From an optimization exercise on the open Yosys and OpenROAD flow, aimed at small area and a short achievable clock period; shortcuts taken in it are not production practice. Where RTL was checked, it was by simulation tests only, not by an equivalence proof against the original. Power and IR drop assume default switching activity.

==> inputs of job 3778 <==
Design complex, start of the top module:
module complex(clk, a0, a1, b0, b1, im, re);
  input clk;
  input [7:0] a0, a1, b0, b1;
  output reg [15:0] im, re;
  wire [15:0] re_d, im_d;
  wire rs1;
  wire rc2;
  wire rs3;
  wire rc4;
  wire rs5;
  wire rc6;
  wire rs7;
  wire rc8;
  wire rs9;
  wire rc10;
  wire rs11;
  wire rc12;
  wire rs13;
  wire rc14;
  wire rs15;
  wire rc16;
  wire rs17;
  wire rc18;
  wire rs19;
  wire rc20;
  wire rs21;
  wire rc22;
  wire rs23;
  wire rc24;
  wire rs25;
  wire rc26;
  wire rs27;
  wire rc28;
  wire rs29;
  wire rc30;
  wire rs31;
  wire rc32;
  wire rs33;
  wire rc34;
  wire rs35;
  wire rc36;
  wire rs37;
  wire rc38;
  wire rs39;
  wire rc40;
  wire rs41;
  wire rc42;
  wire rs43;
  wire rc44;
  wire rs45;
  wire rc46;
  wire rs47;
  wire rc48;
  wire rs49;
  wire rc50;
  wire rs51;
  wire rc52;
  wire rs53;
  wire rc54;
  wire rs55;
  wire rc56;
  wire rs57;
  wire rc58;
  wire rs59;
  wire rc60;
  wire rs61;
  wire rc62;
  ...
Settings: LEC_CHECK=0, CAP_MARGIN=20, CORE_MARGIN=2, CORE_UTILIZATION=40, PLACE_DENSITY=0.6, SETUP_SLACK_MARGIN=4.4, SLEW_MARGIN=20, SYNTH_HIERARCHICAL=1, TNS_END_PERCENT=0.0; clock period 10.0 ns.
standard.sh (not shown) runs the stock make flow with config.mk's settings and CLKGATE_MAP_FILE= SYNTH_SCRIPT=/design/flow/synth_recipe.tcl, a recipe that flattens the netlist after the stock synthesis.
==> flow/flow/run.sh <==
#!/bin/bash
set -o pipefail
export BUFFER_PORTS_ARGS="-buffer_cell sky130_fd_sc_hd__buf_1"
export CTS_ARGS="-sink_clustering_enable -sink_clustering_size 32 -sink_clustering_max_diameter 200 -buf_list sky130_fd_sc_hd__clkbuf_8 -dont_use_dummy_load -repair_clock_nets"
cp standard.sh standard_sh.txt 2>/dev/null
bash standard.sh > standard.log 2>&1
==> inputs of job 3063, as changes to job 3778 <==
==> flow/flow/run.sh (replaced) <==
#!/bin/bash
set -o pipefail
export BUFFER_PORTS_ARGS="-buffer_cell sky130_fd_sc_hd__buf_1"
cp standard.sh standard_sh.txt 2>/dev/null
bash standard.sh > standard.log 2>&1
- CTS_BUF_LIST: not set -> sky130_fd_sc_hd__clkbuf_8
- CTS_CLUSTER_DIAMETER: not set -> 200
- CTS_CLUSTER_SIZE: not set -> 32
- TNS_END_PERCENT: 0.0 -> 0
==> inputs of job 5217, as changes to job 3778 <==
==> flow/flow/run.sh (replaced) <==
#!/bin/bash
set -o pipefail
export BUFFER_PORTS_ARGS="-buffer_cell sky130_fd_sc_hd__buf_1"
cp standard.sh standard_sh.txt 2>/dev/null
bash standard.sh > standard.log 2>&1
- CTS_BUF_LIST: not set -> sky130_fd_sc_hd__clkbuf_8
- CTS_CLUSTER_DIAMETER: not set -> 200
- CTS_CLUSTER_SIZE: not set -> 32
- SETUP_SLACK_MARGIN: 4.4 -> 4.0
- TNS_END_PERCENT: 0.0 -> not set
==> out/qor.csv <==
stage,metric,value,unit
run_status,status,finished clean,
power,p_sw,1.31,mW
cts,ctsResizeCount,35,
sta,max_freq,173,MHz
power,power.density,338,nW/µm²
global_route,grt_pass1_wl,27.0,mm
placed_design,place_area,7570,µm²
setup_path,cp_cell_sequence,clkbuf_4 -> nand2_1 -> fa_1 -> fa_1 -> fa_1 -> fa_1 -> fa_1 -> fa_1 -> nand2_1 -> a21oi_2 -> o21ai_1 -> a21oi_2 -> inv_1 -> a21oi_2 -> xnor2_1,
layout,clkCellAreaFrac,1.42,%
power,clkPwrFrac,5.1,%
sta,setup_ws,4.21,ns
layout,layout_common_cells,"nand2_1 (218), fa_1 (203), and2_1 (64), buf_1 (35), dfxtp_1 (32)",
global_route,grt_pass1_vias,5369,
global_route,grt_use_met2,29.0,%
layout,multi_input_area_share,81.0,%
sta,min_period,5.79,ns
placed_design,place_inst,969,
the above is filed under job 5217

==> out/qor.csv <==
stage,metric,value,unit
run_status,status,finished clean,
power,power.density,347,nW/µm²
placed_design,place_inst,966,
cts,ctsResizeCount,84,
sta,max_freq,180,MHz
setup_path,cp_cell_sequence,buf_4 -> and2_1 -> fa_2 -> fa_2 -> fa_2 -> fa_2 -> fa_1 -> fa_2 -> nor2_2 -> nor2_2 -> nand2_1 -> o21ai_4 -> inv_1 -> o21ai_2 -> xor2_1,
global_route,grt_use_met2,28.4,%
sta,min_period,5.55,ns
layout,multi_input_area_share,79.1,%
power,p_sw,1.35,mW
global_route,grt_pass1_vias,5340,
the above is filed under job 3778

==> out/qor.csv <==
stage,metric,value,unit
sta,setup_ws,4.50,ns
global_route,grt_pass1_wl,26.8,mm
placed_design,place_area,7590,µm²
run_status,status,finished clean,
layout,multi_input_area_share,78.7,%
cts,ctsResizeCount,85,
layout,clkCellAreaFrac,1.36,%
power,power.density,351,nW/µm²
power,p_sw,1.36,mW
sta,max_freq,182,MHz
setup_path,cp_cell_sequence,buf_4 -> and2_1 -> ha_1 -> fa_2 -> fa_2 -> fa_2 -> fa_1 -> fa_1 -> nor2_1 -> o21ai_1 -> a21oi_2 -> buf_6 -> o21ai_4 -> inv_1 -> o21ai_2 -> xor2_1,
setup_path,cpMostUsedCell,fa_2,
power,clkPwrFrac,4.7,%
global_route,grt_use_met2,28.6,%
global_route,grt_pass1_vias,5342,
the above is filed under job 3063


---

==> run a: inputs <==
Starting RTL as in the previous note.
clock: 10.0 ns
lec_check: 0
cap_margin: 20
core_margin: 2
core_utilization: 40
place_density: 0.6
setup_slack_margin: 4.4
slew_margin: 20
synth_hierarchical: 1
tns_end_percent: 0
==> flow/flow/run.sh <==
#!/bin/bash
set -o pipefail
export BUFFER_PORTS_ARGS="-buffer_cell sky130_fd_sc_hd__buf_1"
export CTS_ARGS="-sink_clustering_enable -sink_clustering_size 32 -sink_clustering_max_diameter 200 -buf_list sky130_fd_sc_hd__clkbuf_8 -dont_use_dummy_load -repair_clock_nets"
cp standard.sh standard_sh.txt 2>/dev/null
bash standard.sh > standard.log 2>&1
==> inputs of run b, as changes to run a <==
==> flow/flow/run.sh (replaced) <==
#!/bin/bash
set -o pipefail
export BUFFER_PORTS_ARGS="-buffer_cell sky130_fd_sc_hd__buf_1"
cp standard.sh standard_sh.txt 2>/dev/null
bash standard.sh > standard.log 2>&1
CORE_UTILIZATION = 60   (was 40)
CTS_BUF_LIST = sky130_fd_sc_hd__clkbuf_8   (was default)
CTS_CLUSTER_DIAMETER = 200   (was default)
CTS_CLUSTER_SIZE = 32   (was default)
PLACE_DENSITY = 0.75   (was 0.6)
SETUP_SLACK_MARGIN = 4.0   (was 4.4)
TNS_END_PERCENT = default   (was 0)
==> run summary <==
Synthesized area is the same in run b and run a. Die area: run b is smaller than run a (about 32%). Critical path depth is the same in run a and run b. Between run a and run b, the lower cell count is in run b (gap 9.7%, measured against run b). Against run a, the first-iteration DRC count of run b is higher by 84%. In run a the maximum frequency is larger than in run b, by 6.6%. Of run b and run a, run a has the higher non-clock buffer count (gap 8). Sequential share of layout area: run b is higher than run a (0.43 points). Count of clock-buffer cells in the layout is the same in run a and run b.

---

==> exp/umber <==
complex, a different RTL version from the one above (not shown whole).
clock: 10.0 ns
lec_check: 0
cap_margin: 20
core_margin: 2
core_utilization: 40
place_density: 0.6
setup_slack_margin: 3.5
slew_margin: 20
synth_hierarchical: 1
run.sh (not shown) runs the stock make flow with config.mk's settings and CLKGATE_MAP_FILE= SYNTH_SCRIPT=/design/flow/synth_recipe.tcl, a recipe that flattens the netlist after the stock synthesis.
Stock flow here: none of the scripts above is used.
==> exp/quartz (differences from exp/umber) <==
- SETUP_SLACK_MARGIN: 3.5 -> 5.0
==> metrics.md <==
| Metric | Value |
|---|---|
| Status | no timing/DRC/antenna violations |
| Max Freq | 171 MHz |
| HP Start | b1[0] |
| First-pass GRT wire length | between 30 and 40 mm |
| Comb group | about 3.5 mW |
| Leakage power total | ~3.7 nW |
| Non-CTS buffers | 117 |
Source of the figures above: exp/quartz

==> metrics.md <==
| Metric | Value |
|---|---|
| Non-CTS buffers | 64 |
| Comb group | 2.29 mW |
| Leakage power total | 3.20 nW |
| Layout cells sized above 1 | 0.0628 |
| Status | no timing/DRC/antenna violations |
| First-pass GRT wire length | 29.4 mm |
| Routed len/inst | approximately 17 um |
Source of the figures above: exp/umber

Function was not checked in any run of this note: the RTL went through the layout flow alone.

---

==> inputs of trial 61 <==
RTL: one of the versions met above, not the one the previous note started from.
Settings: LEC_CHECK=0, CAP_MARGIN=20, CORE_MARGIN=2, CORE_UTILIZATION=40, PLACE_DENSITY=0.6, SETUP_SLACK_MARGIN=4.3, SLEW_MARGIN=20, SYNTH_HIERARCHICAL=1, TNS_END_PERCENT=0.0; clock period 10.0 ns.
standard.sh (not shown) runs the stock make flow with config.mk's settings and CLKGATE_MAP_FILE= SYNTH_SCRIPT=/design/flow/synth_recipe.tcl, a recipe that flattens the netlist after the stock synthesis.
==> flow/flow/run.sh <==
#!/bin/bash
set -o pipefail
export BUFFER_PORTS_ARGS="-buffer_cell sky130_fd_sc_hd__buf_1"
export CTS_ARGS="-sink_clustering_enable -sink_clustering_size 32 -sink_clustering_max_diameter 200 -buf_list sky130_fd_sc_hd__clkbuf_8 -dont_use_dummy_load -repair_clock_nets"
cp standard.sh standard_sh.txt 2>/dev/null
bash standard.sh > standard.log 2>&1
==> inputs of trial 9, as changes to trial 61 <==
==> flow/flow/run.sh (replaced) <==
#!/bin/bash
set -o pipefail
export BUFFER_PORTS_ARGS="-buffer_cell sky130_fd_sc_hd__buf_1"
cp standard.sh standard_sh.txt 2>/dev/null
bash standard.sh > standard.log 2>&1
CTS_BUF_LIST = sky130_fd_sc_hd__clkbuf_8   (was default)
CTS_CLUSTER_DIAMETER = 200   (was default)
CTS_CLUSTER_SIZE = 32   (was default)
SETUP_SLACK_MARGIN = 4.7   (was 4.3)
TNS_END_PERCENT = default   (was 0.0)
==> inputs of trial 55, as changes to trial 61 <==
SETUP_SLACK_MARGIN = 4.5   (was 4.3)
==> comparison table <==
Final Cell Area: trial 55 8450 um^2; trial 9 8820 um^2; trial 61 7970 um^2
Sequential power share: trial 55 8.5%; trial 9 7.8%; trial 61 9.3%
Count of filler cells inserted in the layout: trial 55 1711; trial 9 1696; trial 61 1759
Count of instances resized after the clock tree is built: trial 55 144; trial 9 198; trial 61 64
Clock group power: trial 55 0.0972 mW; trial 9 0.113 mW; trial 61 0.0974 mW
Area of the multi-input gates: trial 55 6510 um^2; trial 9 6700 um^2; trial 61 6410 um^2
Period utilisation layout: trial 55 54.7%; trial 9 55.4%; trial 61 55.7%
Fraction of power spent switching nets: trial 55 47.1%; trial 9 46.5%; trial 61 48.3%
Seq area share: trial 55 7.58%; trial 9 7.26%; trial 61 8.04%
Comb pwr share: trial 55 88.2%; trial 9 88.8%; trial 61 87.2%
Via count: trial 55 4993; trial 9 5146; trial 61 4874
Result of the run: trial 55 complete, no violations; trial 9 complete, no violations; trial 61 complete, no violations
Post-Place Setup Slack: trial 55 3400 ps; trial 9 3490 ps; trial 61 3400 ps
Fin worst setup slack: trial 55 4530 ps; trial 9 4460 ps; trial 61 4430 ps
Global-route wire length before repair: trial 55 27.1 mm; trial 9 29.0 mm; trial 61 26.8 mm
Net switching power: trial 55 1.41 mW; trial 9 1.53 mW; trial 61 1.34 mW
Worst-path maximum fanout: trial 55 16; trial 9 6; trial 61 16
Worst slew margin: trial 55 81.0%; trial 9 83.6%; trial 61 81.9%
Endpoint of the worst hold-timing path: trial 55 re[0]; trial 9 re[0]; trial 61 im[0]

static timing again, ports no longer ideal:
The flow's constraints put no driver on any port. The routed layouts listed below were extracted and timed again, unchanged, in two steps. Step 1 (the two cells are an assumption about what drives the block):
set clk [get_ports {clk}]
set_driving_cell -lib_cell sky130_fd_sc_hd__clkbuf_16 $clk
set_driving_cell -lib_cell sky130_fd_sc_hd__buf_2 [delete_from_list [all_inputs] $clk]
Step 2 times the ports against the registers' clock, not the clock port: input delays grow and output delays shrink by t, the midpoint of the rising clock arrivals with the driver on. a / b / c = ideal / step 1 / step 2; a / b = the first two.
| run | t, ns | setup WS [ns] | clock arrival spread, ns |
|---|---|---|---|
| job 3778 | 0.339 | 4.450 / 4.451 / 4.113 | 0.028 / 0.027 |
| job 3063 | 0.344 | 4.496 / 4.470 / 4.126 | 0.013 / 0.012 |
| job 5217 | 0.352 | 4.212 / 4.213 / 3.861 | 0.010 / 0.010 |
| run a | 0.339 | 4.450 / 4.451 / 4.113 | 0.028 / 0.027 |
| run b | 0.351 | 4.083 / 4.094 / 3.743 | 0.002 / 0.002 |
| exp/umber | 0.333 | 3.715 / 3.735 / 3.402 | 0.004 / 0.004 |
| exp/quartz | 0.330 | 4.146 / 4.135 / 3.806 | 0.005 / 0.005 |
| trial 61 | 0.338 | 4.432 / 4.434 / 4.096 | 0.027 / 0.027 |
| trial 9 | 0.343 | 4.461 / 4.435 / 4.092 | 0.010 / 0.010 |
| trial 55 | 0.339 | 4.525 / 4.497 / 4.158 | 0.026 / 0.026 |
After both steps every run listed still meets setup and hold. The setup slack of job 3063, which loses most, moves by -0.026 ns with the drivers and by -0.370 ns with both steps.
